This is an optimization exercise on Yosys and OpenROAD, whose aim is small area, not a production implementation.
RTL that was checked went through simulation tests only; none was proved equivalent to the original.
No functional check of the RTL was part of runs 6 and 7.
Power and IR drop assume default switching activity.

**flow/design.v**
```verilog
`timescale 1ns / 1ps
module pipeline_top(
    input         clk,
    input         reset,
    output [8:0]  imem_addr,
    input  [31:0] imem_rdata,
    output [7:0]  dmem_addr,
    input  [63:0] dmem_rdata,
    output [63:0] dmem_wdata,
    output        dmem_we
    );
    reg [8:0] pc;
    always @(posedge clk or posedge reset)
        if (reset) pc <= 9'd0;
        else       pc <= pc + 9'd1;
    assign imem_addr = pc;
    wire [3:0] f_op    = imem_rdata[31:28];
    wire       f_load  = (f_op == 4'b1010);
    wire       f_store = (f_op == 4'b1011);
    wire       f_wreg  = ~(f_store | (f_op == 4'b1111));
    wire       f_mem   = f_load | f_store;
    wire [1:0] f_dst   = f_load ? imem_rdata[27:26] : imem_rdata[23:22];
    reg       d_mem, d_wreg;
    reg [1:0] d_ra, d_dst;
    reg [7:0] d_addr;
    always @(posedge clk or posedge reset)
        if (reset) begin
            d_mem  <= 1'b0;
            d_wreg <= 1'b0;
        end else begin
            d_mem  <= f_mem;
            d_wreg <= f_wreg;
        end
    always @(posedge clk) begin
        d_ra   <= imem_rdata[27:26];
        d_dst  <= f_dst;
        d_addr <= imem_rdata[21:14];
    end
    reg [63:0] r0, r1, r2, r3;
    reg [3:0]  valid;
    wire [3:0] rsel;
    assign rsel[0] = valid[0] & (d_ra == 2'd0);
    assign rsel[1] = valid[1] & (d_ra == 2'd1);
    assign rsel[2] = valid[2] & (d_ra == 2'd2);
    assign rsel[3] = valid[3] & (d_ra == 2'd3);
    wire [63:0] p01 = ~(({64{~rsel[0]}} | r0) & ({64{~rsel[1]}} | r1));
    wire [63:0] p23 = ~(({64{~rsel[2]}} | r2) & ({64{~rsel[3]}} | r3));
    wire [63:0] rdata = p01 | p23;
    reg        e_mem, e_wreg;
    reg [1:0]  e_dst;
    reg [7:0]  e_addr;
    reg [63:0] e_val;
    always @(posedge clk or posedge reset)
        if (reset) begin
            e_mem  <= 1'b0;
            e_wreg <= 1'b0;
        end else begin
            e_mem  <= d_mem;
            e_wreg <= d_wreg;
        end
    always @(posedge clk) begin
        e_dst  <= d_dst;
        e_addr <= d_addr;
        e_val  <= rdata;
    end
    reg        m_mem, m_wreg;
    reg [1:0]  m_dst;
    reg [7:0]  m_addr;
    reg [63:0] m_val;
    always @(posedge clk or posedge reset)
        if (reset) begin
            m_mem  <= 1'b0;
            m_wreg <= 1'b0;
        end else begin
            m_mem  <= e_mem;
            m_wreg <= e_wreg;
        end
    always @(posedge clk) begin
        m_dst  <= e_dst;
        m_addr <= e_addr;
        m_val  <= e_val;
    end
    wire   m_load     = m_mem & m_wreg;
    assign dmem_we    = m_mem & ~m_wreg;
    assign dmem_addr  = m_addr;
    assign dmem_wdata = m_val;
    reg        w_wreg;
    reg [1:0]  w_dst;
    reg [63:0] w_nval;    
    always @(posedge clk or posedge reset)
        if (reset) w_wreg <= 1'b0;
        else       w_wreg <= m_wreg;
    always @(posedge clk) begin
        w_dst <= m_dst;
        w_nval <= ~(m_load ? dmem_rdata : m_val);
    end
    wire [3:0] we;
    assign we[0] = w_wreg & (w_dst == 2'd0);
    assign we[1] = w_wreg & (w_dst == 2'd1);
    assign we[2] = w_wreg & (w_dst == 2'd2);
    assign we[3] = w_wreg & (w_dst == 2'd3);
    always @(posedge clk or posedge reset)
        if (reset) valid <= 4'b0;
        else       valid <= valid | we;
    always @(posedge clk) begin
        if (we[0]) r0 <= w_nval;
        if (we[1]) r1 <= w_nval;
        if (we[2]) r2 <= w_nval;
        if (we[3]) r3 <= w_nval;
    end
endmodule
```
**flow/flow/run.sh**
```bash
#!/bin/bash
# Standard ORFS layout (standard.sh) with smaller port buffers and a tuned clock tree.
set -euo pipefail
bash standard.sh \
  BUFFER_PORTS_ARGS="-buffer_cell sky130_fd_sc_hd__buf_1" \
  CTS_ARGS="-sink_clustering_enable -repair_clock_nets -dont_use_dummy_load -buf_list sky130_fd_sc_hd__clkbuf_4 -sink_clustering_size 10 -sink_clustering_max_diameter 50"  \
  finish > standard_flow.log 2>&1
```
**flow/standard.sh**
```bash
#!/bin/bash
# synth_recipe.tcl (not shown) runs the flow's synth.tcl, then flattens the netlist and writes it again
# the make line also repeats each setting of config.mk as NAME=value (left out here)
make -C /OpenROAD-flow-scripts/flow DESIGN_CONFIG=/design/flow/config.mk WORK_HOME=/design/flow/orfs CLKGATE_MAP_FILE= SYNTH_SCRIPT=/design/flow/synth_recipe.tcl "${@:-finish}"
```
**flow/config.mk**
```make
export PLATFORM = sky130hd
export DESIGN_NAME = pipeline_top
export DESIGN_NICKNAME = pipeline_top
export VERILOG_FILES = /design/flow/design.v
export SDC_FILE = /design/flow/constraint.sdc
export NUM_CORES = 4
export LEC_CHECK = 0
export CAP_MARGIN = 20
export CORE_MARGIN = 2
export CORE_UTILIZATION = 40
export SLEW_MARGIN = 20
```
**flow/constraint.sdc**
```tcl
create_clock -name core_clock -period 5.0 [get_ports {clk}]
set_input_delay 1.0000 -clock core_clock [delete_from_list [all_inputs] [get_ports {clk}]]
set_output_delay 1.0000 -clock core_clock [all_outputs]
set_load 0.01 [all_outputs]
```
==> flow_summary.json, run 1 <==
{
  "required_ns": 4.00,
  "area_delta_synth_final_pct": 10.51,
  "start_util_pct": 40.42,
  "vias": 7521,
  "dieArea_mm2": 0.03937,
  "drt_iter0_markers": 356,
  "crit_end": "dmem_we",
  "die_x_um": 198.4,
  "seq_area_frac_synth_pct": 84.09,
  "tritoncts": "built",
  "gp_congestion": 0.6983,
  "cts_setup_buffers": 0,
  "ys_seq_elements": 502,
  "io_pins": 180,
  "cts_buffers": 58,
  "startpoint": "m_wreg",
  "synth-xor-area-share_pct": 0.4055,
  "drc": 0,
  "max_slew_margin_pct": 27.16,
  "cp-end-kind": "primary output",
  "viasPerCell": 4.877,
  "finClkSkew_ns": 0.07776,
  "slew_viol_final": 0,
  "drive_gt1_share_pct": 8.058,
  "grt_max_degree": 66,
  "clockRootBuffer": "clkbuf_4",
  "grt_use_total_pct": 14.65,
  "antenna_found_initial": 1,
  "pre_cts_slack_ns": 2.727,
  "syn_avg_cell_area_um2": 18.02,
  "syn_nets": 938,
  "rsz0062_at_grt": "no",
  "yosysUniqueCellTypes": 27,
  "place_hpwl_um": 14640,
  "cts_hold_buf": 0,
  "synth-compound-area-share_pct": 8.475,
  "period_minus_slack_ns": 2.620,
  "cp_max_fo": 3,
  "status": "timing/DRC/antenna clean",
  "finalNonFillerCells": 1542,
  "yosys.area.top_type": "edfxtp_1",
  "hold_path.class": "reg -> reg",
  "syn_inst": 839,
  "cts.clk_slew.worst_paths_ns": 0.10,
  "synth_fa_ha_area_share_pct": 0.08276,
  "period_share_pct": 52.39,
  "synthSimpleGateAreaFrac_pct": 1.010,
  "fin_ws_ns": 2.380,
  "worst_slew_pin_slew_ns": 1.093,
  "wl_per_cell_um": 18.50,
  "die_h_um": 198.4,
  "routed_wl_um": 28530,
  "p_leak_nw": 6.398,
  "h-tree-depth": 2,
  "drt_pre_antenna_iters": 5,
  "first_global_vias": 7694,
  "portBuffers": 163,
  "critical_path_class": "reg -> out",
  "core_area_mm2": 0.03740,
  "p_total_w": 0.006971,
  "p_per_area_mw_per_mm2": 417.3,
  "synth_top_area_share_pct": 50.85,
  "cp-start-kind": "flop",
  "reg2regPathDepth": 3,
  "nets": 1131,
  "ir_drop_mv": 0.2109,
  "worst_skew_pair.late_latency_ns": 0.77,
  "yosysWarnings": 1,
  "final_hold_viol_count": 0,
  "setup_violations": 0,
  "cts_resized": 0,
  "overflow": 0,
  "setup_tns_ns": 0,
  "r2r-end": "r2[9]",
  "cp.arrival_ns": 1.62,
  "dp_cells": 1483,
  "synth_mux_area_share_pct": 4.386,
  "rr_startpoint": "w_dst[1]",
  "synthTopCellsByArea": "edfxtp_1, dfxtp_1, o22ai_1",
  "clock-sinks": 502,
  "fmax_mhz": 381.7,
  "grt_pass1_wl_um": 43290,
  "syn-cell-area_mm2": 0.01512,
  "r2r_slack_ns": 2.72,
  "rows": 71,
  "hp-start": "e_val[24]",
  "drtAntennaViolNets": 0,
  "synth_top_family_by_area": "compound AO/OA/AOI/OAI gates",
  "max-cap-violations": 0,
  "clockBufferDepth": 3
}
## synthesized netlist by cell type
library cell and instances:
and3b_1 1, edfxtp_1 256, nand3b_1 1, buf_2 17, xnor2_1 3, nor2_1 4
nand4_1 1, or3b_1 1, buf_6 7, o22ai_1 128, nor2b_1 1, nand3_1 4
mux2i_1 64, or2_2 4, nand2_1 5, mux2_2 2, a21o_1 64, xor2_1 4
inv_1 3, and3_1 2, clkbuf_1 16, dfxtp_1 226, nor3_1 2, nor3b_1 1
ha_1 1, nand2b_1 1, dfrtp_1 20
## area by class of cell
type / instances / area [µm²]
fill: 3355 / 20690
sequential: 502 / 12710
multi-input combinational: 294 / 2218
timing repair buffer: 173 / 686.9
tap: 511 / 639.4
clock buffer: 58 / 435.4
inverter: 3 / 11.26
antenna: 1 / 2.502
## routing by layer
layer	share of wire, %	GRT usage [%]	vias to the layer above	routed length [µm]
met3	4.8	3.171	46	1358
met1	46	19.48	3732	13020
met5	0	0	-	0
met2	47	23.73	173	13530
met4	2.2	5.473	0	622
li1	-	-	3570	-
## power by group
group / switching [W] / total (W) / internal, W
combinational: 0.000254 / 0.000401 / 0.000147
sequential: 0.000147 / 0.00487 / 0.00472
clock: 0.00117 / 0.00170 / 0.000531
total: 0.00157 / 0.00697 / 0.00540
## cells in the final DEF (no fill, tap or decap), types with 2 or more instances in the layout
master	count
o22ai_1	128
edfxtp_1	256
nor3_1	2
nor2_1	3
dfxtp_1	225
nand2_1	3
mux2i_1	64
or2_2	4
xnor2_1	3
nand3_1	4
clkbuf_4	58
inv_1	3
buf_4	10
buf_1	163
mux2_2	2
a21o_1	64
dfrtp_1	20
xor2_1	4
## metrics by stage
step                      area (µm²)  hold slack (ns)  util [%]
after floorplan                15120           0.3096         -
after global placement         16270           0.3101     43.50
after detailed placement       16270           0.3121     43.50
after CTS                      16700           0.1983     44.67
after global routing           16710           0.2311     44.67
final                          16710           0.3019     44.67
## worst max-delay path, stage by stage, from the launching register on
cell,delay (ns)
dfrtp_1,0.43
nor2b_1,0.24
buf_1,0.19
## worst min path at each step
stage	slack (ns)	cells past startpoint	end
floorplan	0.31	0	e_addr[0]
global placement	0.31	0	m_val[57]
detailed placement	0.31	0	m_val[37]
CTS	0.20	1	d_addr[1]
global route	0.23	1	d_addr[1]
finish	0.30	0	m_val[24]
## cell families after synthesis
family          Yosys count
xor+xnor                  7
buf+inv                  43
simple gates             28
flops                   502
compound gates          192
fa+ha+maj                 1
mux                      66
## state kept, by name, summed over array words and instances (netlist names)
register  cells
w_nval       64
e_mem         1
d_dst         2
d_addr        8
pc            9
w_dst         2
m_addr        8
r3           64
valid         4
w_wreg        1
e_addr        8
d_wreg        1
m_dst         2
e_dst         2
d_ra          2
d_mem         1
r0           64
m_val        64
m_mem         1
m_wreg        1
r1           64
e_wreg        1
r2           64
e_val        64
==> run 2: changes to the inputs <==
==> flow/flow/run.sh (replaced) <==
#!/bin/bash
# Standard ORFS layout (standard.sh) with smaller port buffers and a tuned clock tree.
set -euo pipefail
bash standard.sh \
  BUFFER_PORTS_ARGS="-buffer_cell sky130_fd_sc_hd__buf_1" \
  CTS_ARGS="-sink_clustering_enable -repair_clock_nets -dont_use_dummy_load -buf_list sky130_fd_sc_hd__clkbuf_4 -sink_clustering_size 10 -sink_clustering_max_diameter 60"  \
  finish > standard_flow.log 2>&1
==> flow_summary.json, run 2 <==
{
  "status": "timing/DRC/antenna clean",
  "portBuffers": 163,
  "antenna_found_initial": 1,
  "syn_avg_cell_area_um2": 18.02,
  "clockBufferDepth": 3,
  "cp_num_buf_inv": 1,
  "multi_input_area_mm2": 0.002218,
  "seqCellArea_mm2": 0.01271,
  "overflow": 0,
  "yosys.area.top_type": "edfxtp_1",
  "yosysMostFrequentCell": "edfxtp_1",
  "seq_area_frac_synth_pct": 84.09,
  "setup_violations": 0,
  "drive_gt1_share_pct": 7.969,
  "io_pins": 180,
  "viasPerCell": 4.884,
  "period_share_pct": 52.01,
  "drtAntennaViolNets": 0,
  "tritoncts": "built",
  "hold-worst-slack_ns": 0.3015,
  "synthTopCellsByArea": "edfxtp_1, dfxtp_1, o22ai_1",
  "r2r_slack_ns": 2.76,
  "ys.flop_type": "edfxtp_1",
  "synth_edf_count": 256,
  "worst_skew_pair.late_latency_ns": 0.77,
  "syn-cell-area_mm2": 0.01512,
  "crit_end": "dmem_we",
  "dr_wl_met3_um": 1407,
  "cts_setup_buffers": 0,
  "p_leak_nw": 6.394,
  "max-cap-violations": 0,
  "ys_seq_elements": 502,
  "cts_hold_buf": 0,
  "path_delay_family": "flip-flops",
  "cpPeakStageDelay_ns": 0.43,
  "die_h_um": 198.4,
  "max_slew_margin_pct": 26.93,
  "die_x_um": 198.4,
  "required_ns": 4.00,
  "rows": 71,
  "grt_pass1_wl_um": 43270,
  "critPathSlowestCell": "dfrtp_1",
  "h-tree-depth": 2,
  "r2r-end": "e_val[26]",
  "final_hold_viol_count": 0,
  "p_per_area_mw_per_mm2": 416.8,
  "syn_nets": 938,
  "yosysWarnings": 1,
  "drt_iter0_markers": 357,
  "grt_max_degree": 66,
  "place_hpwl_um": 14640,
  "cts_buffers": 57,
  "ir_drop_mv": 0.2109,
  "async_flop_share_pct": 3.984,
  "area_delta_synth_final_pct": 10.46,
  "yosysUniqueCellTypes": 27,
  "drt_pre_antenna_iters": 5,
  "reg2regPathDepth": 5,
  "critical_path_class": "reg -> out",
  "dieArea_mm2": 0.03937,
  "wl_met1_um": 12920,
  "hold_path.class": "reg -> reg",
  "cp-end-kind": "primary output",
  "setup_tns_ns": 0,
  "worst-path-stages": 2,
  "grt_use_total_pct": 14.64,
  "start_util_pct": 40.42,
  "fmax_mhz": 384.6,
  "rr_startpoint": "d_ra[1]",
  "yosys-top-cells-count": "edfxtp_1, dfxtp_1, o22ai_1, a21o_1, mux2i_1",
  "syn_inst": 839,
  "worst_slew_pin_slew_ns": 1.096,
  "final_cell_mix": "edfxtp_1, dfxtp_1, buf_1, o22ai_1",
  "highest_layer": "met4",
  "fin_util_pct": 44.65,
  "rsz0062_at_grt": "no",
  "clockRootBuffer": "clkbuf_4",
  "layout_commonest_cell": "edfxtp_1",
  "vias": 7526,
  "clock-sinks": 502,
  "cp_max_fo": 3,
  "wl_per_cell_um": 18.47,
  "nFillCells": 3358,
  "cp.arrival_ns": 1.60,
  "cp-start-kind": "flop",
  "drc": 0,
  "core_area_mm2": 0.03740,
  "startpoint": "m_wreg",
  "first_global_vias": 7707,
  "period_minus_slack_ns": 2.600,
  "slew_viol_final": 0,
  "wl_met2_um": 13560,
  "nets": 1130,
  "cts_resized": 0,
  "routed_wl_um": 28460,
  "finClkSkew_ns": 0.03714,
  "cts.clk_slew.worst_paths_ns": 0.10,
  "gp_congestion": 0.6983,
  "synth_top_area_share_pct": 50.85,
  "cp_cell_sequence": "nor2b_1 -> buf_1"
}
-- run 2: cell counts after synthesis --
No cell type changed its count.
-- run 2: through the flow --
step | power [W] | setup slack (ns) | area, µm² | instances
floorplan | 0.005169 | 1.400 | 15120 | 839
global placement | 0.005360 | 2.759 | 16270 | 1483
detailed placement | 0.005374 | 2.727 | 16270 | 1483
CTS | 0.007075 | 2.254 | 16700 | 1540
global route | 0.007294 | 2.289 | 16700 | 1541
finish | 0.006960 | 2.400 | 16700 | 1541
-- run 2: report_power, final --
group          internal, W  leakage, nW  switching [W]
clock             0.000523        0.262        0.00117
sequential         0.00472         4.47       0.000147
combinational     0.000147         1.67       0.000253
total              0.00539         6.39        0.00157
-- run 2: layout make-up --
type	count	area share (%)
Tap cell	511	3.829
Sequential cell	502	76.13
Multi-Input combinational cell	294	13.28
Timing Repair Buffer	173	4.113
Antenna cell	1	0.01498
Clock buffer	57	2.562
Inverter	3	0.06743
-- run 2: layer usage --
metal | up-vias | track usage (%)
met1 | 3739 | 19.39
li1 | 3564 | -
met3 | 44 | 3.154
met4 | 0 | 5.417
met5 | - | 0
met2 | 179 | 23.82
-- run 2: worst reg2reg max path, cell delays in order (launching register included) --
cell	delay (ns)
dfxtp_2	0.34
buf_4	0.72
nand3b_1	0.24
buf_4	0.43
o22ai_1	0.17
a21o_1	0.21
-- run 2: how the worst min path moves through the flow --
| stage | start | endpoint | slack (ns) | depth (start not counted) |
|---|---|---|---|---|
| global route | imem_rdata[14] | d_addr[0] | 0.24 | 1 |
| CTS | imem_rdata[14] | d_addr[0] | 0.21 | 1 |
| detailed placement | e_val[37] | m_val[37] | 0.31 | 0 |
| global placement | e_val[57] | m_val[57] | 0.31 | 0 |
| finish | e_addr[5] | m_addr[5] | 0.30 | 0 |
| floorplan | d_addr[0] | e_addr[0] | 0.31 | 0 |
-- run 2: logic make-up (layout without fill, tap and decap cells) --
group / after synthesis / count (layout) / synth area share [%]
flops: 502 / 502 / 84.09
compound gates: 192 / 192 / 8.475
mux: 66 / 66 / 4.386
buf+inv: 43 / 233 / 1.556
simple gates: 28 / 28 / 1.010
xor+xnor: 7 / 7 / 0.4055
fa+ha+maj: 1 / 1 / 0.08275
other cells: 0 / 1 / 0
==> run 3: changes to the inputs <==
==> flow/flow/run.sh (replaced) <==
#!/bin/bash
# Standard ORFS layout (standard.sh) with smaller port buffers and a tuned clock tree.
set -euo pipefail
bash standard.sh \
  BUFFER_PORTS_ARGS="-buffer_cell sky130_fd_sc_hd__buf_1" \
  CTS_ARGS="-sink_clustering_enable -repair_clock_nets -dont_use_dummy_load -buf_list sky130_fd_sc_hd__clkbuf_4 -sink_clustering_size 12 -sink_clustering_max_diameter 50"  \
  finish > standard_flow.log 2>&1
==> flow_summary.json, run 3 <==
{
  "status": "timing/DRC/antenna clean",
  "cp-start-kind": "flop",
  "cpPeakStageDelay_ns": 0.43,
  "required_ns": 4.00,
  "syn_inst": 839,
  "clockRootBuffer": "clkbuf_4",
  "syn_nets": 938,
  "synth_edf_count": 256,
  "cts_hold_buf": 0,
  "area_delta_synth_final_pct": 10.13,
  "critPathSlowestCell": "dfrtp_1",
  "gp_congestion": 0.6983,
  "final_cell_mix": "edfxtp_1, dfxtp_1, buf_1, o22ai_1",
  "rsz0062_at_grt": "no",
  "rr_startpoint": "d_ra[1]",
  "drive_gt1_share_pct": 7.339,
  "h-tree-depth": 2,
  "grt_use_total_pct": 14.58,
  "ir_drop_mv": 0.2249,
  "cts_buffers": 50,
  "startpoint": "m_wreg",
  "core_area_mm2": 0.03740,
  "async_flop_share_pct": 3.984,
  "layout_commonest_cell": "edfxtp_1",
  "drc": 0,
  "ys_seq_elements": 502,
  "first_global_vias": 7696,
  "antenna_found_initial": 1,
  "cp.arrival_ns": 1.58,
  "worst_slew_pin_slew_ns": 1.089,
  "cts_resized": 0,
  "seq_area_frac_synth_pct": 84.09,
  "grt_pass1_wl_um": 43030,
  "drtAntennaViolNets": 0,
  "ys.flop_type": "edfxtp_1",
  "cts.clk_slew.worst_paths_ns": 0.11,
  "cp-end-kind": "primary output",
  "place_hpwl_um": 14640,
  "yosys-top-cells-count": "edfxtp_1, dfxtp_1, o22ai_1, a21o_1, mux2i_1",
  "rows": 71,
  "synth_top_area_share_pct": 50.85,
  "period_share_pct": 51.61,
  "die_x_um": 198.4,
  "p_leak_nw": 6.362,
  "routed_wl_um": 28430,
  "max_slew_margin_pct": 27.39,
  "tritoncts": "built",
  "setup_tns_ns": 0,
  "hp-start": "e_val[9]",
  "cp_max_fo": 3,
  "portBuffers": 163,
  "vias": 7485,
  "start_util_pct": 40.42,
  "p_per_area_mw_per_mm2": 413.1,
  "drt_pre_antenna_iters": 5,
  "critical_path_class": "reg -> out",
  "die_h_um": 198.4,
  "final_hold_viol_count": 0,
  "yosys.area.top_type": "edfxtp_1",
  "grt_max_degree": 66,
  "slew_viol_final": 0,
  "clockBufferDepth": 3,
  "clock-sinks": 502,
  "max-cap-violations": 0,
  "cp_cell_sequence": "nor2b_1 -> buf_1",
  "syn_avg_cell_area_um2": 18.02,
  "yosysMostFrequentCell": "edfxtp_1",
  "nets": 1123,
  "yosysWarnings": 1,
  "wl_per_cell_um": 18.52,
  "drt_iter0_markers": 330,
  "overflow": 0,
  "fmax_mhz": 387.6,
  "dieArea_mm2": 0.03937,
  "nFillCells": 3369,
  "setup_violations": 0,
  "io_pins": 180,
  "yosysUniqueCellTypes": 27,
  "finClkSkew_ns": 0.08621,
  "period_minus_slack_ns": 2.580,
  "synthTopCellsByArea": "edfxtp_1, dfxtp_1, o22ai_1",
  "viasPerCell": 4.876,
  "cts_setup_buffers": 0,
  "syn-cell-area_mm2": 0.01512,
  "fin_util_pct": 44.52,
  "hold_path.class": "reg -> reg",
  "worst_skew_pair.late_latency_ns": 0.77
}
run 3: cell count changes in the layout (fill, tap and decap cells not counted):
cell and change:
clkbuf_4 -7, diode_2 +1
run 3: report_power, final:
part | total [W] | switching [W] | leakage, nW | internal, W
logic | 0.000400 | 0.000253 | 1.67 | 0.000147
registers | 0.00487 | 0.000148 | 4.47 | 0.00472
clock network | 0.00161 | 0.00115 | 0.230 | 0.000461
total | 0.00688 | 0.00155 | 6.36 | 0.00533
run 3: worst paths after layout:
check	to	slack, ns	depth (start not counted)
setup / recovery	dmem_we	2.42	2
hold / removal	m_val[9]	0.30	0
setup reg to reg	e_val[9]	2.71	5
hold reg to reg	m_val[9]	0.30	0
max in group asynchronous	valid[1]	4.18	2
min in group asynchronous	pc[6]	0.32	2
run 3: cell families after synthesis:
logic type	synth area share, %
AO/OA/AOI/OAI	8.475
XOR/XNOR	0.4055
adder cells (fa/ha/maj)	0.08275
buffers and inverters	1.556
flip-flops	84.09
multiplexers	4.386
AND/OR/NAND/NOR	1.010
run 3: cell type report:
class / count / area [µm²] / area share, %
Multi-Input combinational cell: 294 / 2218 / 13.32
Antenna cell: 2 / 5.005 / 0.03006
Inverter: 3 / 11.26 / 0.06763
Sequential cell: 502 / 12710 / 76.36
Timing Repair Buffer: 173 / 686.9 / 4.126
Clock buffer: 50 / 375.4 / 2.254
Tap cell: 511 / 639.4 / 3.840
run 3: layer usage:
metal,vias up,global-route usage (%),share of wire [%]
met1,3728,19.28,46
met4,0,5.252,2.1
li1,3551,-,-
met5,-,0,0
met3,49,3.103,4.6
met2,157,23.87,48
run 3: metrics by stage:
stage               total power, W  hold WS (ns)  worst slack [ns]  cells  instance area (µm²)
floorplan                 0.005169        0.3096             1.400    839                15120
global placement          0.005360        0.3101             2.759   1483                16270
detailed placement        0.005374        0.3121             2.727   1483                16270
CTS                       0.006986        0.2174             2.262   1533                16640
global route              0.007199        0.2382             2.291   1535                16650
finish                    0.006878        0.3003             2.420   1535                16650
run 3: worst max-delay path: cells and delay by family (launching register included):
family / cells / cell delay (ns)
buf+inv: 1 / 0.18
flops: 1 / 0.43
simple gates: 1 / 0.22
==> run 4: changes to the inputs <==
==> flow/flow/run.sh (replaced) <==
#!/bin/bash
# Standard ORFS layout (standard.sh) with smaller port buffers and a tuned clock tree.
set -euo pipefail
bash standard.sh \
  BUFFER_PORTS_ARGS="-buffer_cell sky130_fd_sc_hd__buf_1" \
  CTS_ARGS="-sink_clustering_enable -repair_clock_nets -dont_use_dummy_load -buf_list sky130_fd_sc_hd__clkbuf_8 -sink_clustering_size 16 -sink_clustering_max_diameter 50"  \
  finish > standard_flow.log 2>&1
==> flow_summary.json, run 4 <==
{
  "status": "timing/DRC/antenna clean",
  "max-cap-violations": 0,
  "portBuffers": 163,
  "dieArea_mm2": 0.03937,
  "yosysWarnings": 1,
  "setup_tns_ns": 0,
  "finClkSkew_ns": 0.05616,
  "drive_gt1_share_pct": 6.791,
  "cts_buffers": 44,
  "rsz0062_at_grt": "no",
  "gp_congestion": 0.6983,
  "core_area_mm2": 0.03740,
  "synth_edf_count": 256,
  "vias": 7421,
  "multi_input_area_mm2": 0.002218,
  "cts_setup_buffers": 0,
  "overflow": 0,
  "io_pins": 180,
  "startpoint": "m_wreg",
  "worst_skew_pair.late_latency_ns": 0.60,
  "worst_slew_pin_slew_ns": 1.084,
  "async_flop_share_pct": 3.984,
  "cp-start-kind": "flop",
  "cp.arrival_ns": 1.43,
  "clockBufferDepth": 3,
  "first_global_vias": 7575,
  "synthTopCellsByArea": "edfxtp_1, dfxtp_1, o22ai_1",
  "p_leak_nw": 6.448,
  "grt_use_total_pct": 14.59,
  "yosys.area.top_type": "edfxtp_1",
  "finalNonFillerCells": 1527,
  "required_ns": 4.00,
  "cts_hold_buf": 0,
  "cts.clk_slew.worst_paths_ns": 0.09,
  "swShare_pct": 22.05,
  "r2r-end": "e_val[6]",
  "cp_cell_sequence": "nor2b_1 -> buf_1",
  "rows": 71,
  "r2r_slack_ns": 2.74,
  "seqCellArea_mm2": 0.01271,
  "die_x_um": 198.4,
  "hp-start": "e_val[9]",
  "yosysUniqueCellTypes": 27,
  "ir_drop_mv": 0.2580,
  "reg2regPathDepth": 5,
  "wl_per_cell_um": 18.65,
  "final_cell_mix": "edfxtp_1, dfxtp_1, buf_1, o22ai_1",
  "clockRootBuffer": "clkbuf_8",
  "synth_top_area_share_pct": 50.85,
  "area_delta_synth_final_pct": 11.62,
  "syn_avg_cell_area_um2": 18.02,
  "wl_met1_um": 13160,
  "slew_viol_final": 0,
  "hold_depth": 0,
  "place_hpwl_um": 14640,
  "drt_pre_antenna_iters": 4,
  "final_hold_viol_count": 0,
  "pwr-share-clk_pct": 27.4,
  "max_slew_margin_pct": 27.71,
  "combPwrFrac_pct": 5.5,
  "dr_wl_met3_um": 1258,
  "grt_pass1_wl_um": 43070,
  "fmax_mhz": 411.2,
  "viasPerCell": 4.860,
  "wl_met2_um": 13340,
  "ys_seq_elements": 502,
  "nFillCells": 3320,
  "tritoncts": "built",
  "p_int_w": 0.005657,
  "layout_commonest_cell": "edfxtp_1",
  "dp_cells": 1483,
  "cp_max_fo": 3,
  "min_to": "m_val[9]",
  "clock-sinks": 502,
  "drc": 0,
  "routed_wl_um": 28480,
  "critical_path_class": "reg -> out",
  "n_antenna_cell": 0,
  "p_sw_w": 0.001600,
  "syn_nets": 938,
  "rr_startpoint": "d_ra[1]",
  "cp-end-kind": "primary output",
  "seq_area_frac_synth_pct": 84.09,
  "pwr-share-seq_pct": 67.1,
  "yosys-top-cells-count": "edfxtp_1, dfxtp_1, o22ai_1, a21o_1, mux2i_1",
  "die_h_um": 198.4,
  "start_util_pct": 40.42,
  "cts_resized": 0,
  "period_minus_slack_ns": 2.432,
  "cpPeakStageDelay_ns": 0.42,
  "syn_inst": 839,
  "period_share_pct": 48.64,
  "antenna_found_initial": 0,
  "critPathSlowestCell": "dfrtp_1",
  "nets": 1117,
  "syn-cell-area_mm2": 0.01512,
  "p_per_area_mw_per_mm2": 430.0,
  "hold_path.class": "reg -> reg",
  "yosysMostFrequentCell": "edfxtp_1",
  "grt_max_degree": 66,
  "h-tree-depth": 2,
  "highest_layer": "met4",
  "drtAntennaViolNets": 0,
  "setup_violations": 0,
  "ys.flop_type": "edfxtp_1",
  "drt_iter0_markers": 370
}
==> run 4: changes by cell type in the layout (fill, tap and decap cells not counted) <==
cell	delta
clkbuf_4	-50
clkbuf_8	+44
diode_2	-2
==> run 4: cell families after synthesis <==
logic type | after synthesis | synth area share [%]
fa+ha+maj | 1 | 0.08275
flops | 502 | 84.09
xor+xnor | 7 | 0.4055
compound gates | 192 | 8.475
buf+inv | 43 | 1.556
simple gates | 28 | 1.010
mux | 66 | 4.386
==> run 4: final cells by class <==
type                            count  share of cell area [%]
Tap cell                          511                   3.789
Inverter                            3                 0.06673
Clock buffer                       44                   3.589
Multi-Input combinational cell    294                   13.15
Sequential cell                   502                   75.34
Timing Repair Buffer              173                   4.071
==> run 4: worst max-delay path by stage <==
stage	endpoint	depth (start not counted)	slack, ns
floorplan	r2[0]	2	1.40
global placement	e_val[62]	5	2.76
detailed placement	e_val[5]	5	2.73
CTS	dmem_we	2	2.48
global route	dmem_we	2	2.50
finish	dmem_we	2	2.57
==> run 4: stage by stage <==
stage          total power (W)  utilization, %  hold WS (ns)  cell area [µm²]  worst slack, ns
2_1_floorplan         0.005169               -        0.3096            15120            1.400
3_3_place_gp          0.005360           43.50        0.3101            16270            2.759
3_5_place_dp          0.005374           43.50        0.3121            16270            2.727
4_1_cts               0.007348           45.12        0.2933            16870            2.478
5_1_grt               0.007566           45.12        0.2830            16870            2.501
6_report              0.007257           45.12        0.2931            16870            2.568
==> run 4: power groups by stage <==
stage	combinational, W	clock, W	sequential (W)
after floorplan	0.000220	0	0.00495
after global placement	0.000409	0	0.00495
after detailed placement	0.000410	0	0.00496
after CTS	0.000413	0.00206	0.00487
after global routing	0.000444	0.00221	0.00491
final	0.000400	0.00199	0.00487
==> run 4: worst max-delay path, delay by kind of cell, from the launching register on <==
kind                   cells  cell delay (ns)
buffers and inverters      1             0.18
DFF                        1             0.42
and+or+nand+nor            1             0.23
==> run 4: layer usage <==
layer,track usage [%],up-vias
met2,23.53,153
met4,5.583,0
met5,0,-
met1,19.73,3699
li1,-,3516
met3,2.696,53
==> run 5: changes to the inputs <==
==> flow/flow/run.sh (replaced) <==
#!/bin/bash
# Standard ORFS layout (standard.sh) with smaller port buffers and a tuned clock tree.
set -euo pipefail
bash standard.sh \
  BUFFER_PORTS_ARGS="-buffer_cell sky130_fd_sc_hd__buf_1" \
  CTS_ARGS="-sink_clustering_enable -repair_clock_nets -dont_use_dummy_load -buf_list sky130_fd_sc_hd__clkbuf_4 -sink_clustering_size 10 -sink_clustering_max_diameter 50" RECOVER_POWER=100 \
  finish > standard_flow.log 2>&1
==> flow_summary.json, run 5 <==
{
  "status": "finished with violations",
  "check.faults": "max-capacitance violations, max-slew violations",
  "syn_nets": 938,
  "syn_avg_cell_area_um2": 18.02,
  "portBuffers": 163,
  "critical_path_class": "reg -> reg",
  "syn_inst": 839,
  "cts_buffers": 58,
  "nets": 1131,
  "highest_layer": "met4",
  "drive_gt1_share_pct": 7.282,
  "ys_seq_elements": 502,
  "yosysWarnings": 1,
  "drt_pre_antenna_iters": 4,
  "min_to": "m_val[24]",
  "rr_startpoint": "m_wreg",
  "cts_setup_buffers": 0,
  "slew_viol_final": 269,
  "required_ns": 5.65,
  "r2r_slack_ns": 1.46,
  "finClkSkew_ns": 0.07516,
  "ir_drop_mv": 0.2110,
  "synthTopCellsByArea": "edfxtp_1, dfxtp_1, o22ai_1",
  "hold_depth": 0,
  "cp-end-kind": "flop",
  "nFillCells": 3365,
  "rsz0062_at_grt": "no",
  "die_h_um": 198.4,
  "seq_area_frac_synth_pct": 84.09,
  "die_x_um": 198.4,
  "core_area_mm2": 0.03740,
  "synth_top_area_share_pct": 50.85,
  "synth_edf_count": 256,
  "final_cell_mix": "edfxtp_1, dfxtp_1, buf_1, o22ai_1",
  "routed_wl_um": 28570,
  "vias": 7526,
  "syn-cell-area_mm2": 0.01512,
  "max-cap-violations": 7,
  "final_hold_viol_count": 0,
  "max_slew_margin_pct": -81.76,
  "cts_resized": 0,
  "period_minus_slack_ns": 3.542,
  "grt_use_total_pct": 14.65,
  "clock-sinks": 502,
  "async_flop_share_pct": 3.984,
  "viasPerCell": 4.881,
  "r2r-end": "w_nval[42]",
  "antenna_found_initial": 1,
  "overflow": 0,
  "cp.arrival_ns": 4.20,
  "period_share_pct": 70.85,
  "clockBufferDepth": 3,
  "yosysUniqueCellTypes": 27,
  "start_util_pct": 40.42,
  "dieArea_mm2": 0.03937,
  "grt_max_degree": 66,
  "worst_slew_pin_slew_ns": 2.726,
  "grt_pass1_wl_um": 43290,
  "worst_skew_pair.late_latency_ns": 0.77,
  "wl_per_cell_um": 18.53,
  "fmax_mhz": 282.3,
  "cts_hold_buf": 0,
  "place_hpwl_um": 14640,
  "setup_violations": 0,
  "area_delta_synth_final_pct": 10.19,
  "drt_iter0_markers": 378,
  "rows": 71,
  "cp-start-kind": "flop",
  "fin_ws_ns": 1.458,
  "wl_met2_um": 13630,
  "drc": 0,
  "cp_max_fo": 35,
  "h-tree-depth": 2,
  "pre_cts_slack_ns": 2.727,
  "p_per_area_mw_per_mm2": 418.2,
  "hp-start": "e_val[24]",
  "layout_commonest_cell": "edfxtp_1",
  "cts.clk_slew.worst_paths_ns": 0.10,
  "p_leak_nw": 6.385,
  "clockRootBuffer": "clkbuf_4",
  "setup_tns_ns": 0,
  "ys.flop_type": "edfxtp_1",
  "first_global_vias": 7694,
  "io_pins": 180,
  "tritoncts": "built",
  "dr_wl_met3_um": 1324,
  "drtAntennaViolNets": 0,
  "reg2regPathDepth": 3,
  "yosysMostFrequentCell": "edfxtp_1",
  "wl_met1_um": 12990,
  "gp_congestion": 0.6983,
  "yosys.area.top_type": "edfxtp_1",
  "hold_path.class": "reg -> reg",
  "yosys-top-cells-count": "edfxtp_1, dfxtp_1, o22ai_1, a21o_1, mux2i_1"
}
## run 5: changes by cell type in the layout (fill, tap and decap cells not counted), sizes merged
| cell | delta |
|---|---|
| buf | -4 |
| clkbuf | +18 |
| diode | +1 |
## run 5: area by class of cell
| class | count | area (µm²) | share of cell area (%) |
|---|---|---|---|
| sequential | 502 | 12710 | 76.31 |
| inverter | 3 | 11.26 | 0.06760 |
| clock buffer | 58 | 435.4 | 2.614 |
| tap | 511 | 639.4 | 3.838 |
| antenna | 1 | 2.502 | 0.01502 |
| timing repair buffer | 173 | 674.4 | 4.048 |
| multi-input combinational | 294 | 2183 | 13.11 |
## run 5: power breakdown
group	internal [W]	total, W	switching [W]
sequential	0.00473	0.00487	0.000146
combinational	0.000146	0.000400	0.000254
clock	0.000531	0.00169	0.00116
total	0.00540	0.00697	0.00156
## run 5: critical path, stage by stage, from the launching register on
cell      delay [ns]
dfrtp_1         0.40
nand2_1         1.61
clkbuf_2        1.06
mux2i_1         0.34
## run 5: worst max-delay path by stage
stage	start	end	slack (ns)	cells after the start
4_1_cts	m_wreg	dmem_we	2.23	2
6_report	m_wreg	w_nval[42]	1.46	3
3_3_place_gp	d_ra[1]	e_val[62]	2.76	5
5_1_grt	m_wreg	w_nval[42]	1.16	3
3_5_place_dp	d_ra[1]	e_val[5]	2.73	5
2_1_floorplan	w_dst[1]	r2[0]	1.40	2
## run 5: metrics by stage
| stage | util [%] | instance area, µm² | total power, W | cells | hold WS [ns] |
|---|---|---|---|---|---|
| finish | 44.54 | 16660 | 0.006967 | 1542 | 0.3054 |
| global route | 44.54 | 16660 | 0.007307 | 1542 | 0.2311 |
| CTS | 44.67 | 16700 | 0.007087 | 1541 | 0.1983 |
| detailed placement | 43.50 | 16270 | 0.005374 | 1483 | 0.3121 |
| global placement | 43.50 | 16270 | 0.005360 | 1483 | 0.3101 |
| floorplan | - | 15120 | 0.005169 | 839 | 0.3096 |
## run 5: logic make-up after synthesis
| group | Yosys count | synth area share [%] |
|---|---|---|
| AOI/OAI and AO/OA | 192 | 8.475 |
| and+or+nand+nor | 28 | 1.010 |
| DFF | 502 | 84.09 |
| buffers and inverters | 43 | 1.556 |
| adders and majority gates | 1 | 0.08275 |
| xor gates and xnor gates | 7 | 0.4055 |
| muxes | 66 | 4.386 |
## run 5: per-layer routing
| layer | vias to the layer above | global-route usage (%) |
|---|---|---|
| met5 | - | 0 |
| li1 | 3568 | - |
| met3 | 47 | 3.171 |
| met4 | 0 | 5.473 |
| met1 | 3744 | 19.48 |
| met2 | 167 | 23.73 |
==> run 6: changes to the inputs <==
--- a/flow/design.v
+++ b/flow/design.v
@@ -11,2 +11,6 @@
     );
+    reg [63:0] r0, r1, r2, r3;    
+    reg [3:0]  valid;             
+    reg [3:0]  we;                
+    reg [3:0]  hold;              
     reg [8:0] pc;
@@ -17,2 +21,3 @@
     wire [3:0] f_op    = imem_rdata[31:28];
+    wire [1:0] f_ra    = imem_rdata[27:26];
     wire       f_load  = (f_op == 4'b1010);
@@ -21,5 +26,7 @@
     wire       f_mem   = f_load | f_store;
-    wire [1:0] f_dst   = f_load ? imem_rdata[27:26] : imem_rdata[23:22];
+    wire [1:0] f_dst   = f_load ? f_ra : imem_rdata[23:22];
+    wire [3:0] valid_next = valid | we;
     reg       d_mem, d_wreg;
-    reg [1:0] d_ra, d_dst;
+    reg [3:0] d_rsel;             
+    reg [1:0] d_dst;
     reg [7:0] d_addr;
@@ -34,3 +41,6 @@
     always @(posedge clk) begin
-        d_ra   <= imem_rdata[27:26];
+        d_rsel[0] <= valid_next[0] & (f_ra == 2'd0);
+        d_rsel[1] <= valid_next[1] & (f_ra == 2'd1);
+        d_rsel[2] <= valid_next[2] & (f_ra == 2'd2);
+        d_rsel[3] <= valid_next[3] & (f_ra == 2'd3);
         d_dst  <= f_dst;
@@ -38,12 +48,4 @@
     end
-    reg [63:0] r0, r1, r2, r3;
-    reg [3:0]  valid;
-    wire [3:0] rsel;
-    assign rsel[0] = valid[0] & (d_ra == 2'd0);
-    assign rsel[1] = valid[1] & (d_ra == 2'd1);
-    assign rsel[2] = valid[2] & (d_ra == 2'd2);
-    assign rsel[3] = valid[3] & (d_ra == 2'd3);
-    wire [63:0] p01 = ~(({64{~rsel[0]}} | r0) & ({64{~rsel[1]}} | r1));
-    wire [63:0] p23 = ~(({64{~rsel[2]}} | r2) & ({64{~rsel[3]}} | r3));
-    wire [63:0] rdata = p01 | p23;
+    wire [63:0] rdata = ({64{d_rsel[0]}} & r0) | ({64{d_rsel[1]}} & r1) |
+                        ({64{d_rsel[2]}} & r2) | ({64{d_rsel[3]}} & r3);
     reg        e_mem, e_wreg;
@@ -66,2 +68,3 @@
     reg        m_mem, m_wreg;
+    reg        m_load;
     reg [1:0]  m_dst;
@@ -78,2 +81,3 @@
     always @(posedge clk) begin
+        m_load <= e_mem & e_wreg;
         m_dst  <= e_dst;
@@ -82,3 +86,2 @@
     end
-    wire   m_load     = m_mem & m_wreg;
     assign dmem_we    = m_mem & ~m_wreg;
@@ -86,25 +89,23 @@
     assign dmem_wdata = m_val;
-    reg        w_wreg;
-    reg [1:0]  w_dst;
-    reg [63:0] w_nval;    
+    reg [63:0] w_val;
+    wire [3:0] m_we;
+    assign m_we[0] = m_wreg & (m_dst == 2'd0);
+    assign m_we[1] = m_wreg & (m_dst == 2'd1);
+    assign m_we[2] = m_wreg & (m_dst == 2'd2);
+    assign m_we[3] = m_wreg & (m_dst == 2'd3);
     always @(posedge clk or posedge reset)
-        if (reset) w_wreg <= 1'b0;
-        else       w_wreg <= m_wreg;
+        if (reset) we <= 4'b0;
+        else       we <= m_we;
     always @(posedge clk) begin
-        w_dst <= m_dst;
-        w_nval <= ~(m_load ? dmem_rdata : m_val);
+        hold  <= ~m_we;
+        w_val <= m_load ? dmem_rdata : m_val;
     end
-    wire [3:0] we;
-    assign we[0] = w_wreg & (w_dst == 2'd0);
-    assign we[1] = w_wreg & (w_dst == 2'd1);
-    assign we[2] = w_wreg & (w_dst == 2'd2);
-    assign we[3] = w_wreg & (w_dst == 2'd3);
     always @(posedge clk or posedge reset)
         if (reset) valid <= 4'b0;
-        else       valid <= valid | we;
+        else       valid <= valid_next;
     always @(posedge clk) begin
-        if (we[0]) r0 <= w_nval;
-        if (we[1]) r1 <= w_nval;
-        if (we[2]) r2 <= w_nval;
-        if (we[3]) r3 <= w_nval;
+        r0 <= ({64{we[0]}} & w_val) | ({64{hold[0]}} & r0);
+        r1 <= ({64{we[1]}} & w_val) | ({64{hold[1]}} & r1);
+        r2 <= ({64{we[2]}} & w_val) | ({64{hold[2]}} & r2);
+        r3 <= ({64{we[3]}} & w_val) | ({64{hold[3]}} & r3);
     end
==> flow/flow/run.sh (replaced) <==
#!/bin/bash
# Standard ORFS layout (standard.sh) with smaller port buffers and a tuned clock tree.
set -euo pipefail
bash standard.sh \
  BUFFER_PORTS_ARGS="-buffer_cell sky130_fd_sc_hd__buf_1" \
  CTS_ARGS="-sink_clustering_enable -repair_clock_nets -dont_use_dummy_load -buf_list sky130_fd_sc_hd__clkbuf_4 -sink_clustering_size 10 -sink_clustering_max_diameter 50"  \
  finish > standard_flow.log 2>&1
==> flow_summary.json, run 6 <==
{
  "cts_setup_buffers": 0,
  "grt_pass1_wl_um": 56070,
  "final_cell_mix": "dfxtp_1, a22o_1, buf_1, a22oi_1, nand2_1",
  "area_delta_synth_final_pct": 8.065,
  "dieArea_mm2": 0.04049,
  "seq_area_frac_synth_pct": 66.36,
  "hold_path.class": "in -> reg",
  "cp-start-kind": "flop",
  "clock-sinks": 510,
  "yosys.area.top_type": "dfxtp_1",
  "yosysWarnings": 1,
  "max_slew_margin_pct": 30.99,
  "rsz0062_at_grt": "no",
  "status": "timing/DRC/antenna clean",
  "drt_iter0_markers": 590,
  "layout_commonest_cell": "dfxtp_1",
  "pwr-share-clk_pct": 20.0,
  "r2r-end": "w_val[63]",
  "p_leak_nw": 6.907,
  "grt_max_degree": 43,
  "cp-end-kind": "primary output",
  "clockRootBuffer": "clkbuf_4",
  "startpoint": "m_wreg",
  "cts.clk_slew.worst_paths_ns": 0.10,
  "p_per_area_mw_per_mm2": 517.2,
  "setup_tns_ns": 0,
  "fmax_mhz": 393.5,
  "async_flop_share_pct": 4.510,
  "syn_nets": 1257,
  "drive_gt1_share_pct": 12.00,
  "worst_slew_pin_slew_ns": 1.035,
  "cts_resized": 0,
  "critical_path_class": "reg -> out",
  "worst_skew_pair.late_latency_ns": 0.82,
  "start_util_pct": 40.36,
  "required_ns": 4.00,
  "rr_startpoint": "m_load",
  "io_pins": 180,
  "slew_viol_final": 0,
  "rows": 72,
  "fin_util_pct": 43.61,
  "overflow": 0,
  "viasPerCell": 5.349,
  "reg2regPathDepth": 2,
  "crit_end": "dmem_we",
  "max-cap-violations": 0,
  "final_hold_viol_count": 0,
  "swShare_pct": 27.12,
  "drt_pre_antenna_iters": 5,
  "portBuffers": 163,
  "h-tree-depth": 2,
  "tritoncts": "built",
  "cp_max_fo": 5,
  "ys_seq_elements": 510,
  "cts_hold_buf": 0,
  "hp-start": "imem_rdata[18]",
  "pwr-share-seq_pct": 66.2,
  "clockBufferDepth": 3,
  "place_hpwl_um": 18740,
  "vias": 9730,
  "synthTopCellsByArea": "dfxtp_1, a22o_1, a22oi_1",
  "synth_top_area_share_pct": 62.66,
  "synth_edf_count": 0,
  "finClkSkew_ns": 0.06398,
  "cp.arrival_ns": 1.54,
  "wl_per_cell_um": 19.45,
  "die_x_um": 201.2,
  "r2r_slack_ns": 2.98,
  "drc": 0,
  "drtAntennaViolNets": 0,
  "die_h_um": 201.2,
  "core_area_mm2": 0.03856,
  "yosysMostFrequentCell": "dfxtp_1",
  "p_sw_w": 0.002359,
  "period_minus_slack_ns": 2.541,
  "yosys-top-cells-count": "dfxtp_1, a22o_1, a22oi_1, buf_2, nand2_1",
  "combPwrFrac_pct": 13.8,
  "nets": 1401,
  "p_int_w": 0.006338,
  "yosysUniqueCellTypes": 26,
  "grt_use_total_pct": 17.35,
  "first_global_vias": 9884,
  "setup_violations": 0,
  "syn_inst": 1158,
  "routed_wl_um": 35380,
  "syn_avg_cell_area_um2": 13.44,
  "gp_congestion": 0.6882,
  "antenna_found_initial": 1,
  "ys.flop_type": "dfxtp_1",
  "ir_drop_mv": 0.2321,
  "period_share_pct": 50.82,
  "syn-cell-area_mm2": 0.01556,
  "cts_buffers": 57
}
run 6: layout make-up:
type / count / area, µm²
fill: 3604 / 21740
sequential: 510 / 10340
multi-input combinational: 550 / 4657
timing repair buffer: 176 / 709.4
tap: 518 / 648.1
clock buffer: 57 / 427.9
inverter: 7 / 26.28
antenna: 1 / 2.502
run 6: kinds of logic after synthesis:
family                     synth area share (%)
DFF                                       66.36
xor gates and xnor gates                 0.3940
buffers and inverters                     3.715
and+or+nand+nor                           2.646
AOI/OAI and AO/OA                         20.59
adders and majority gates               0.08040
muxes                                     6.224
run 6: power by group through the flow:
stage               combinational (W)  clock [W]  sequential (W)
floorplan                    0.000915          0         0.00565
global placement              0.00117          0         0.00580
detailed placement            0.00120          0         0.00583
CTS                           0.00121    0.00184         0.00575
global route                  0.00132    0.00200         0.00588
finish                        0.00120    0.00174         0.00576
run 6: worst min-delay path by stage:
| stage | cells past startpoint | slack (ns) | end |
|---|---|---|---|
| 2_1_floorplan | 0 | 0.31 | e_addr[0] |
| 3_3_place_gp | 0 | 0.31 | e_addr[4] |
| 3_5_place_dp | 0 | 0.31 | m_val[6] |
| 4_1_cts | 1 | 0.18 | d_addr[7] |
| 5_1_grt | 1 | 0.19 | d_addr[4] |
| 6_report | 1 | 0.27 | d_addr[4] |
run 6: per-layer routing:
metal / vias to the layer above / global-route usage (%) / wire length (µm)
met5: - / 0 / 0
met4: 0 / 5.042 / 711
met3: 67 / 4.163 / 2165
met2: 307 / 25.98 / 15090
met1: 4804 / 24.91 / 17410
li1: 4552 / - / -
run 6: critical path, stage by stage, from the launching register on:
cell and delay [ns]:
dfrtp_1 0.44, nor2b_1 0.15, buf_1 0.20
run 6: per-stage QoR:
step / area (µm²) / std cells / power, W / setup WS [ns] / hold WS [ns]
2_1_floorplan: 15560 / 1158 / 0.006562 / 3.343 / 0.3096
3_3_place_gp: 16380 / 1761 / 0.006973 / 2.931 / 0.3101
3_5_place_dp: 16380 / 1761 / 0.007025 / 2.926 / 0.3121
4_1_cts: 16810 / 1818 / 0.008806 / 2.373 / 0.1783
5_1_grt: 16810 / 1819 / 0.009201 / 2.287 / 0.1856
6_report: 16810 / 1819 / 0.008696 / 2.459 / 0.2726
==> run 7: changes to the inputs <==
==> flow/flow/run.sh (replaced) <==
#!/bin/bash
# Standard ORFS layout (standard.sh) with smaller port buffers and a tuned clock tree.
set -euo pipefail
bash standard.sh \
  BUFFER_PORTS_ARGS="-buffer_cell sky130_fd_sc_hd__buf_1" \
  CTS_ARGS="-sink_clustering_enable -repair_clock_nets -dont_use_dummy_load -buf_list sky130_fd_sc_hd__clkbuf_4 -sink_clustering_size 10 -sink_clustering_max_diameter 50" RECOVER_POWER=100 \
  finish > standard_flow.log 2>&1
==> flow_summary.json, run 7 <==
{
  "cts_resized": 0,
  "overflow": 0,
  "viasPerCell": 5.316,
  "yosysUniqueCellTypes": 26,
  "place_area_mm2": 0.01638,
  "slew_viol_final": 372,
  "cts.clk_slew.worst_paths_ns": 0.10,
  "vias": 9670,
  "finClkSkew_ns": 0.06772,
  "required_ns": 5.74,
  "dieArea_mm2": 0.04049,
  "area_delta_synth_final_pct": 6.321,
  "die_h_um": 201.2,
  "layout_commonest_cell": "dfxtp_1",
  "routed_wl_um": 35220,
  "antenna_found_initial": 1,
  "die_x_um": 201.2,
  "synthTopCellsByArea": "dfxtp_1, a22o_1, a22oi_1",
  "setup_violations": 0,
  "gp_congestion": 0.6882,
  "drive_gt1_share_pct": 6.077,
  "cts_setup_buffers": 0,
  "place_hpwl_um": 18740,
  "yosys.area.top_type": "dfxtp_1",
  "period_share_pct": 71.03,
  "yosys-top-cells-count": "dfxtp_1, a22o_1, a22oi_1, buf_2, nand2_1",
  "final_hold_viol_count": 0,
  "h-tree-depth": 2,
  "core_area_mm2": 0.03856,
  "check.faults": "max-capacitance violations, max-slew violations",
  "design_area_mm2": 0.01654,
  "worst_slew_pin_slew_ns": 2.379,
  "syn_nets": 1257,
  "worst_skew_pair.late_latency_ns": 0.82,
  "yosysMostFrequentCell": "dfxtp_1",
  "cp-start-kind": "flop",
  "seqCellArea_mm2": 0.01033,
  "portBuffers": 163,
  "drt_iter0_markers": 643,
  "cp-end-kind": "flop",
  "status": "finished with violations",
  "rsz0062_at_grt": "no",
  "syn_inst": 1158,
  "start_util_pct": 40.36,
  "fmax_mhz": 281.6,
  "wl_per_cell_um": 19.36,
  "drt_pre_antenna_iters": 7,
  "syn-cell-area_mm2": 0.01556,
  "async_flop_share_pct": 4.510,
  "first_global_vias": 9884,
  "p_leak_nw": 6.816,
  "clock-sinks": 510,
  "cp_max_fo": 33,
  "setup_tns_ns": 0,
  "final_cell_mix": "dfxtp_1, a22o_1, buf_1, a22oi_1, nand2_1",
  "p_per_area_mw_per_mm2": 519.4,
  "cts_hold_buf": 0,
  "synth_top_area_share_pct": 62.66,
  "io_pins": 180,
  "clockRootBuffer": "clkbuf_4",
  "period_minus_slack_ns": 3.552,
  "cp.arrival_ns": 4.29,
  "critical_path_class": "reg -> reg",
  "max_slew_margin_pct": -58.60,
  "nets": 1401,
  "multi_input_area_mm2": 0.004433,
  "yosysWarnings": 1,
  "rows": 72,
  "ir_drop_mv": 0.2289,
  "tritoncts": "built",
  "ys.flop_type": "dfxtp_1",
  "grt_use_total_pct": 17.35,
  "hold_path.class": "in -> reg",
  "cts_buffers": 57,
  "drtAntennaViolNets": 0,
  "syn_avg_cell_area_um2": 13.44,
  "seq_area_frac_synth_pct": 66.36,
  "max-cap-violations": 11,
  "ys_seq_elements": 510,
  "grt_pass1_wl_um": 56070,
  "drc": 0,
  "grt_max_degree": 43,
  "synth_edf_count": 0,
  "clockBufferDepth": 3,
  "nFillCells": 3679
}
==> run 7: cell count changes in the layout (fill, tap and decap cells not counted), sizes merged <==
cell,before,now
clkbuf,57,66
buf,176,167
==> run 7: path summary, 6_finish.rpt <==
check	from	to	slack, ns	depth (start not counted)
min reg2reg	e_val[8]	m_val[8]	0.29	0
max reg2reg	d_rsel[0]	e_val[11]	1.45	3
max in group asynchronous	reset	pc[5]	4.06	2
min in group asynchronous	reset	pc[0]	0.38	2
min	imem_rdata[18]	d_addr[4]	0.28	1
max	d_rsel[0]	e_val[11]	1.45	3
==> run 7: kinds of logic after synthesis <==
group           count (synthesis)  share of synthesized area (%)
flops                         510                          66.36
compound gates                384                          20.59
buf+inv                        98                          3.715
simple gates                   92                          2.646
mux                            66                          6.224
xor+xnor                        7                         0.3940
fa+ha+maj                       1                        0.08040
==> run 7: critical path: stages (launching register included) <==
cell and delay [ns]:
dfxtp_1 1.32, clkbuf_1 1.65, a22oi_1 0.29, nand2_1 0.21
==> run 7: through the flow <==
step / setup slack (ns) / hold slack [ns] / instances / power [W] / util (%)
2_1_floorplan: 3.343 / 0.3096 / 1158 / 0.006562 / -
3_3_place_gp: 2.931 / 0.3101 / 1761 / 0.006973 / 42.49
3_5_place_dp: 2.926 / 0.3121 / 1761 / 0.007025 / 42.49
4_1_cts: 2.373 / 0.1783 / 1818 / 0.008806 / 43.60
5_1_grt: 1.312 / 0.1856 / 1819 / 0.009095 / 42.91
6_report: 1.448 / 0.2754 / 1819 / 0.008592 / 42.91
==> run 7: where the power goes <==
part           switching, W  internal, W
Sequential         0.000665      0.00508
Clock               0.00122     0.000522
Combinational      0.000459     0.000640
Total               0.00235      0.00624
==> run 7: layout make-up <==
class | count | share of cell area [%]
multi-input cells | 550 | 26.80
well taps | 518 | 3.918
diodes | 1 | 0.01513
repair buffers | 176 | 4.092
clock buffers | 57 | 2.587
inverters | 7 | 0.1588
flip-flops and latches | 510 | 62.43
==> run 7: metal layers <==
layer,up-vias,wire length [µm],track usage (%)
li1,4554,-,-
met1,4752,17220,24.91
met2,303,15030,25.98
met3,61,2298,4.163
met4,0,671,5.042
met5,-,0,0
==> run 8: changes to the inputs <==
--- a/flow/design.v
+++ b/flow/design.v
@@ -29,3 +29,3 @@
     reg       d_mem, d_wreg;
-    reg [3:0] d_rsel;             
+    reg [3:0] d_nrsel;            
     reg [1:0] d_dst;
@@ -41,6 +41,6 @@
     always @(posedge clk) begin
-        d_rsel[0] <= valid_next[0] & (f_ra == 2'd0);
-        d_rsel[1] <= valid_next[1] & (f_ra == 2'd1);
-        d_rsel[2] <= valid_next[2] & (f_ra == 2'd2);
-        d_rsel[3] <= valid_next[3] & (f_ra == 2'd3);
+        d_nrsel[0] <= ~(valid_next[0] & (f_ra == 2'd0));
+        d_nrsel[1] <= ~(valid_next[1] & (f_ra == 2'd1));
+        d_nrsel[2] <= ~(valid_next[2] & (f_ra == 2'd2));
+        d_nrsel[3] <= ~(valid_next[3] & (f_ra == 2'd3));
         d_dst  <= f_dst;
@@ -48,4 +48,5 @@
     end
-    wire [63:0] rdata = ({64{d_rsel[0]}} & r0) | ({64{d_rsel[1]}} & r1) |
-                        ({64{d_rsel[2]}} & r2) | ({64{d_rsel[3]}} & r3);
+    wire [63:0] p01 = ~(({64{d_nrsel[0]}} | r0) & ({64{d_nrsel[1]}} | r1));
+    wire [63:0] p23 = ~(({64{d_nrsel[2]}} | r2) & ({64{d_nrsel[3]}} | r3));
+    wire [63:0] rdata = p01 | p23;
     reg        e_mem, e_wreg;
@@ -89,3 +90,3 @@
     assign dmem_wdata = m_val;
-    reg [63:0] w_val;
+    reg [63:0] w_nval;    
     wire [3:0] m_we;
@@ -100,3 +101,3 @@
         hold  <= ~m_we;
-        w_val <= m_load ? dmem_rdata : m_val;
+        w_nval <= ~(m_load ? dmem_rdata : m_val);
     end
@@ -106,6 +107,6 @@
     always @(posedge clk) begin
-        r0 <= ({64{we[0]}} & w_val) | ({64{hold[0]}} & r0);
-        r1 <= ({64{we[1]}} & w_val) | ({64{hold[1]}} & r1);
-        r2 <= ({64{we[2]}} & w_val) | ({64{hold[2]}} & r2);
-        r3 <= ({64{we[3]}} & w_val) | ({64{hold[3]}} & r3);
+        r0 <= ({64{we[0]}} & w_nval) | ({64{hold[0]}} & r0);
+        r1 <= ({64{we[1]}} & w_nval) | ({64{hold[1]}} & r1);
+        r2 <= ({64{we[2]}} & w_nval) | ({64{hold[2]}} & r2);
+        r3 <= ({64{we[3]}} & w_nval) | ({64{hold[3]}} & r3);
     end
==> flow/flow/run.sh (replaced) <==
#!/bin/bash
# Standard ORFS layout (standard.sh) with smaller port buffers and a tuned clock tree.
set -euo pipefail
bash standard.sh \
  BUFFER_PORTS_ARGS="-buffer_cell sky130_fd_sc_hd__buf_1" \
  CTS_ARGS="-sink_clustering_enable -repair_clock_nets -dont_use_dummy_load -buf_list sky130_fd_sc_hd__clkbuf_4 -sink_clustering_size 10 -sink_clustering_max_diameter 50"  \
  finish > standard_flow.log 2>&1
==> flow_summary.json, run 8 <==
{
  "status": "timing/DRC/antenna clean",
  "p_per_area_mw_per_mm2": 521.0,
  "period_minus_slack_ns": 2.523,
  "critPathSlowestCell": "dfrtp_1",
  "finalNonFillerCells": 1751,
  "dieArea_mm2": 0.03986,
  "clockRootBuffer": "clkbuf_4",
  "cts_hold_buf": 0,
  "cp_cell_sequence": "nor2b_1 -> buf_1",
  "drc": 0,
  "ir_drop_mv": 0.1996,
  "period_share_pct": 50.45,
  "critical_path_class": "reg -> out",
  "antenna_found_initial": 1,
  "clockBufferDepth": 3,
  "place_hpwl_um": 18690,
  "synth_edf_count": 0,
  "syn-cell-area_mm2": 0.01531,
  "hold-worst-slack_ns": 0.2842,
  "layout_commonest_cell": "dfxtp_1",
  "drt_pre_antenna_iters": 5,
  "max-cap-violations": 0,
  "area_delta_synth_final_pct": 7.337,
  "fmax_mhz": 396.4,
  "worst_skew_pair.late_latency_ns": 0.80,
  "async_flop_share_pct": 4.510,
  "yosys-top-cells-count": "dfxtp_1, a22o_1, mux2i_1, o221ai_1, o22a_1",
  "grt_pass1_wl_um": 54970,
  "rsz0062_at_grt": "no",
  "cp-end-kind": "primary output",
  "core_area_mm2": 0.03767,
  "hold_path.class": "reg -> reg",
  "drt_iter0_markers": 543,
  "die_x_um": 199.7,
  "die_h_um": 199.7,
  "crit_end": "dmem_we",
  "wl_per_cell_um": 20.22,
  "rr_startpoint": "d_nrsel[2]",
  "worst_slew_pin_slew_ns": 0.9849,
  "p_leak_nw": 6.622,
  "routed_wl_um": 35410,
  "dp_cells": 1691,
  "r2r-end": "e_val[8]",
  "finClkSkew_ns": 0.03617,
  "setup_violations": 0,
  "h-tree-depth": 2,
  "cts.clk_slew.worst_paths_ns": 0.11,
  "cts_setup_buffers": 0,
  "syn_nets": 1194,
  "viasPerCell": 5.385,
  "io_pins": 180,
  "cp.arrival_ns": 1.52,
  "overflow": 0,
  "required_ns": 4.00,
  "rows": 71,
  "gp_congestion": 0.6842,
  "syn_inst": 1095,
  "syn_avg_cell_area_um2": 13.98,
  "final_cell_mix": "dfxtp_1, a22o_1, buf_1",
  "yosysUniqueCellTypes": 28,
  "ys_seq_elements": 510,
  "seq_area_frac_synth_pct": 67.42,
  "drive_gt1_share_pct": 7.103,
  "cp_max_fo": 5,
  "p_total_w": 0.008564,
  "first_global_vias": 9645,
  "nets": 1340,
  "cts_resized": 0,
  "yosysWarnings": 1,
  "final_hold_viol_count": 0,
  "reg2regPathDepth": 3,
  "cp-start-kind": "flop",
  "portBuffers": 163,
  "grt_max_degree": 41,
  "clock-sinks": 510,
  "yosysMostFrequentCell": "dfxtp_1",
  "setup_tns_ns": 0,
  "start_util_pct": 40.66,
  "worst-path-stages": 2,
  "yosys.area.top_type": "dfxtp_1",
  "cpPeakStageDelay_ns": 0.42,
  "cts_buffers": 59,
  "path_delay_family": "flip-flops",
  "nFillCells": 3499,
  "grt_use_total_pct": 17.84,
  "slew_viol_final": 0,
  "ys.flop_type": "dfxtp_1",
  "drtAntennaViolNets": 0,
  "cp_num_buf_inv": 1,
  "vias": 9429,
  "tritoncts": "built",
  "synth_top_area_share_pct": 63.67,
  "fin_util_pct": 43.64,
  "r2r_slack_ns": 2.98,
  "max_slew_margin_pct": 34.34,
  "synthTopCellsByArea": "dfxtp_1, a22o_1, mux2i_1",
  "startpoint": "m_wreg"
}
## run 8: cell count changes after synthesis, sizes merged, moves of 5 or more
| cell | delta |
|---|---|
| mux2i | +64 |
| nand2 | -63 |
| o221ai | +64 |
| o22a | +64 |
| mux2 | -64 |
| clkbuf | +5 |
| a22oi | -128 |
| buf | -5 |
## run 8: area by class of cell
cell class | instances | area [µm²] | share of cell area, %
inverter | 7 | 26.28 | 0.1599
sequential | 510 | 10340 | 62.93
timing repair buffer | 176 | 709.4 | 4.316
antenna | 1 | 2.502 | 0.01522
clock buffer | 59 | 442.9 | 2.695
multi-input combinational | 487 | 4273 | 26.00
tap | 511 | 639.4 | 3.890
## run 8: cells by family after synthesis
kind of cell             after synthesis  synth area share [%]
AND/OR/NAND/NOR                       29                 1.128
buffers and inverters                 98                 4.674
AO/OA/AOI/OAI                        384                 21.96
XOR/XNOR                               7                0.4004
adder cells (fa/ha/maj)                1               0.08169
flip-flops                           510                 67.42
multiplexers                          66                 4.330
## run 8: per-layer routing
metal	global-route usage [%]	vias up	wire length [µm]
met5	0	-	0
met4	5.898	0	703
met3	4.118	56	2216
met2	26.90	290	15470
met1	25.20	4628	17020
li1	-	4455	-
## run 8: power by group
group          internal [W]  switching (W)  total, W  leakage, nW
clock              0.000539        0.00123   0.00177        0.271
sequential          0.00506       0.000648   0.00571         4.36
combinational      0.000642       0.000441   0.00108         1.99
total               0.00624        0.00232   0.00856         6.62
## run 8: how the worst min path moves through the flow
stage	endpoint	depth (start not counted)	from	slack, ns
6_report	m_val[36]	0	e_val[36]	0.28
2_1_floorplan	e_addr[0]	0	d_addr[0]	0.31
5_1_grt	d_addr[7]	1	imem_rdata[21]	0.21
3_3_place_gp	e_addr[1]	0	d_addr[1]	0.31
3_5_place_dp	e_addr[4]	0	d_addr[4]	0.31
4_1_cts	d_addr[3]	1	imem_rdata[17]	0.19
## run 8: metrics by stage
step / instance area (µm²) / setup slack, ns
5_1_grt: 16440 / 2.296
6_report: 16440 / 2.477
3_5_place_dp: 15990 / 3.030
2_1_floorplan: 15310 / 3.354
4_1_cts: 16430 / 2.354
3_3_place_gp: 15990 / 3.052

re-timing with driven ports:
The results above use ideal ports. As a check the final layouts listed here were re-extracted and re-timed, cells and wires unchanged.
Step 1: set_driving_cell puts a clkbuf_16 on clk and a buf_2 on each other input, an assumption about the parent block.
Step 2 times the ports against the registers' clock, not the clock port: input delays grow and output delays shrink by t, the midpoint of the rising clock arrivals with the driver on.
a / b / c = ideal / step 1 / step 2; a / b = the first two.
run | t, ns | slack for setup (ns) | worst setup path after step 2 | pins driven straight from the clock port
run 1 | 0.779 | 2.380 / 2.337 / 2.725 | register to register | 1
run 2 | 0.793 | 2.400 / 2.357 / 2.755 | register to register | 1
run 3 | 0.768 | 2.420 / 2.376 / 2.709 | register to register | 1
run 4 | 0.621 | 2.568 / 2.523 / 2.743 | register to register | 1
run 5 | 0.777 | 1.458 / 1.458 / 1.458 | register to register | 1
run 6 | 0.828 | 2.459 / 2.411 / 2.978 | register to register | 1
run 7 | 0.826 | 1.448 / 1.448 / 1.448 | register to register | 1
run 8 | 0.807 | 2.477 / 2.432 / 2.982 | register to register | 1
